From an optimization exercise on the open Yosys and OpenROAD flow, aimed at small area, a short achievable clock period and few clock cycles per item; shortcuts taken in it are not production practice.
Only simulation tests tie the RTL to the original design; equivalence was not proved.
Power and IR drop assume default switching activity.

## flow/design.v (module list and top-level ports; edited modules follow where they fit)
// module neuron: 33 lines
// module weight_rom_l2: 509 lines
// module argmax_unit: 24 lines
// module global_controller: 41 lines
// module mnist_head: 550 lines
module mnist_head (
    input clk,
    input rst,
    input start,
    output [6:0] act_addr,
    input [3:0] act_data,
    output [3:0] predicted_class,
    output [39:0] logits,
    output [127:0] hidden,
    output done
);
  // ...
==> flow/flow/run.sh <==
#!/bin/bash
set -euo pipefail
echo "export SETUP_SLACK_MARGIN = 8.9" >> config.mk
bash standard.sh > standard.log 2>&1
==> flow/standard.sh <==
#!/bin/bash
# synth_recipe.tcl (not shown) runs the flow's synth.tcl, then flattens the netlist and writes it again
# the make line also repeats each setting of config.mk as NAME=value (left out here)
make -C /OpenROAD-flow-scripts/flow DESIGN_CONFIG=/design/flow/config.mk WORK_HOME=/design/flow/orfs CLKGATE_MAP_FILE= SYNTH_SCRIPT=/design/flow/synth_recipe.tcl "${@:-finish}"
==> flow/config.mk <==
export PLATFORM = sky130hd
export DESIGN_NAME = mnist_head
export DESIGN_NICKNAME = mnist_head
export VERILOG_FILES = /design/flow/design.v
export SDC_FILE = /design/flow/constraint.sdc
export NUM_CORES = 4
export LEC_CHECK = 0
export CAP_MARGIN = 35
export CORE_MARGIN = 2
export CORE_UTILIZATION = 55
export SLEW_MARGIN = 20
export SYNTH_MEMORY_MAX_BITS = 32768
export SETUP_SLACK_MARGIN = 8.9
==> flow/constraint.sdc <==
create_clock -name core_clock -period 12.5 [get_ports {clk}]
set_input_delay 2.5000 -clock core_clock [delete_from_list [all_inputs] [get_ports {clk}]]
set_output_delay 2.5000 -clock core_clock [all_outputs]
set_load 0.01 [all_outputs]
==> qor.txt, run 1 <==
=====================================================================================================
Post-CTS setup repair buffer count                                                                163
Die height                                                                                     296 um
Mean post-synth cell area                                                                    7.92 um2
Cell row count                                                                                    106
Biggest area consumer among synthesized cells                                            sky130_fd_sc_hd__dfxtp_1
EDFF count, synth                                                                                  80
Terminating stage of the flow                                                            global routing
GR Layer Usage met1                                                                             0.832
Sequential-to-total area share from yosys stat                                                  0.300
Placed Cells incl. Taps                                                                          7039
Main combinational cell family by area after synthesis                                   simple AND/OR/NAND/NOR gates
Async set or reset register ratio after synthesis                                                   0
Largest net degree at the start of global routing                                                  80
Buffers on Ports                                                                                  186
Error that stopped the run                                                               [ERROR GRT-0116] Global routing finished with congestion. Check the congestion regions in the DRC Viewer.
Mux cell area share after synthesis                                                            0.0104
Die width                                                                                      296 um
Buffer cell driving the clock tree root                                                  sky130_fd_sc_hd__clkbuf_16
Count of cell types in the netlist                                                                 88
# clock sinks                                                                                     660
Status                                                                                   aborted with a tool error
Layer with the highest usage                                                                     met2
H-tree levels                                                                                       3
Overall routing resource usage                                                                  0.827
Global-route track usage on met2                                                                0.956
Main flop type after synthesis                                                           sky130_fd_sc_hd__dfxtp_1
Routing usage on met3                                                                           0.730
Buffers from clock root to sink, at most                                                            3
Dpl ws                                                                                        7.79 ns
Area after detailed placement                                                              0.0499 mm2
Area share of xor/xnor cells in the synthesized design                                         0.0869
Post-synthesis share of cell area spent on full adders, half adders and majority gates          0.106
Post-CTS Resized                                                                                 1137
Final HPWL from detailed placement                                                          213000 um
Number of global-route vias before repair                                                       65500
Netlist area before placement                                                              0.0468 mm2
Global-route wire length before repair                                                      530000 um
GRT Residual Overflow                                                                            1253
Inserted Clock Buffers                                                                             74
Count of warnings emitted by yosys                                                                 10
Commonest cells in the netlist                                                           sky130_fd_sc_hd__nand2_1, sky130_fd_sc_hd__nor2_1, sky130_fd_sc_hd__dfxtp_1
Share of synthesized cell area in and, or, nand and nor gates                                   0.262
=====================================================================================================
Testbench counts, summed over its fixed seeds: cycles 47,688, inferences 320.
==> run 2, diff against run 1 <==
==> flow/run.sh (new file) <==
#!/bin/bash
# synth_recipe.tcl (not shown) runs the flow's synth.tcl, then flattens the netlist and writes it again
# the make line also repeats each setting of config.mk as NAME=value (left out here)
make -C /OpenROAD-flow-scripts/flow DESIGN_CONFIG=/design/flow/config.mk WORK_HOME=/design/flow/orfs CLKGATE_MAP_FILE= SYNTH_SCRIPT=/design/flow/synth_recipe.tcl finish
--- a/flow/config.mk
+++ b/flow/config.mk
@@ -8,6 +8,6 @@
 export CAP_MARGIN = 35
 export CORE_MARGIN = 2
 export CORE_UTILIZATION = 55
+export SETUP_SLACK_MARGIN = 5
 export SLEW_MARGIN = 20
 export SYNTH_MEMORY_MAX_BITS = 32768
-export SETUP_SLACK_MARGIN = 8.9
removed: flow/flow/run.sh
removed: flow/standard.sh
==> run 2 against run 1 <==
Effect of this change: synthesized cell count stayed put; the run again fails in global routing; synthesized area stayed put.
==> qor.txt, run 2 <==
======================================================================================
Status                                                                    aborted with a tool error   unchanged
Terminating stage of the flow                                             global routing   unchanged
Error that stopped the run                                                [ERROR GRT-0116] Global routing finished with congestion. Check the congestion regions in the DRC Viewer.   unchanged
Hold bufs inserted after CTS                                                         0   unchanged
Most frequent cell after synthesis                                        sky130_fd_sc_hd__nand2_1   unchanged
GRT Residual Overflow                                                               80
Mean post-synth cell area                                                     7.92 um2   unchanged
Inserted Clock Buffers                                                              74   unchanged
Placed Cells incl. Taps                                                           7039   unchanged
I/O pin count                                                                      187   unchanged
Post-synth top area share                                                        0.248   unchanged
Weighted congestion reported at the end of routability-driven placement           1.57   was 1.61
Count of cell types in the netlist                                                  88   unchanged
Top area cells in the synthesized netlist                                 sky130_fd_sc_hd__dfxtp_1, sky130_fd_sc_hd__ha_1, sky130_fd_sc_hd__nand2_1   unchanged
Main flop type after synthesis                                            sky130_fd_sc_hd__dfxtp_1   unchanged
Commonest cells in the netlist                                            sky130_fd_sc_hd__nand2_1, sky130_fd_sc_hd__nor2_1, sky130_fd_sc_hd__dfxtp_1   unchanged
H-tree levels                                                                        3   unchanged
Sequential-to-total area share from yosys stat                                   0.300   unchanged
Netlist area before placement                                               0.0468 mm2   unchanged
Buffers from clock root to sink, at most                                             3   unchanged
Die height                                                                      296 um   unchanged
Cell row count                                                                     106   unchanged
Final HPWL from detailed placement                                           212000 um   was 213000 um
Largest net degree at the start of global routing                                  188
Async set or reset register ratio after synthesis                                    0   unchanged
Die width                                                                       296 um   unchanged
# clock sinks                                                                      660   unchanged
Post-synthesis net count                                                          6277   unchanged
Post-CTS setup repair buffer count                                                   0   was 163
Starting density of the core                                                     0.557   unchanged
EDFF count, synth                                                                   80   unchanged
Post-CTS Resized                                                                     0   was 1137
Post-Synthesis Cells                                                              5901   unchanged
Biggest area consumer among synthesized cells                             sky130_fd_sc_hd__dfxtp_1   unchanged
Area after detailed placement                                               0.0497 mm2   was 0.0499 mm2
Global-route wire length before repair                                       444000 um
Dpl ws                                                                         7.56 ns   was 7.79 ns
Overall routing resource usage                                                   0.714
Count of warnings emitted by yosys                                                  10   unchanged
#FFs+latches synth                                                                 660   unchanged
Number of global-route vias before repair                                        56500
Buffers on Ports                                                                   186   unchanged
Buffer cell driving the clock tree root                                   sky130_fd_sc_hd__clkbuf_16   unchanged
======================================================================================
-- run 2: power groups by stage --
stage,Sequential [mW],Combinational [mW],Clock [mW]
after floorplan,3.23,4.14,0
after detailed placement,3.77,5.41,0
after global placement,3.74,5.12,0
after CTS,3.74,5.57,2.32
-- run 2: worst max-delay path by stage --
stage	endpoint	cells after the start
after floorplan	b1_m5[4]$_DFF_P_	6
after global placement	b1_m7[5]$_DFF_P_	7
after detailed placement	b1_m7[6]$_DFF_P_	8
after CTS	u6.acc[10]$_SDFF_PP0_	15
-- run 2: logic make-up after synthesis --
logic type | share of synthesized area
fa+ha+maj | 0.106
mux | 0.0104
xor+xnor | 0.0869
compound gates | 0.180
flops | 0.300
simple gates | 0.262
buf+inv | 0.0545
-- run 2: metal layers --
layer | global-route usage | GRT overflow
met5 | 0.246 | 0
met1 | 0.744 | 0
met3 | 0.565 | 2
met4 | 0.635 | 40
met2 | 0.877 | 38
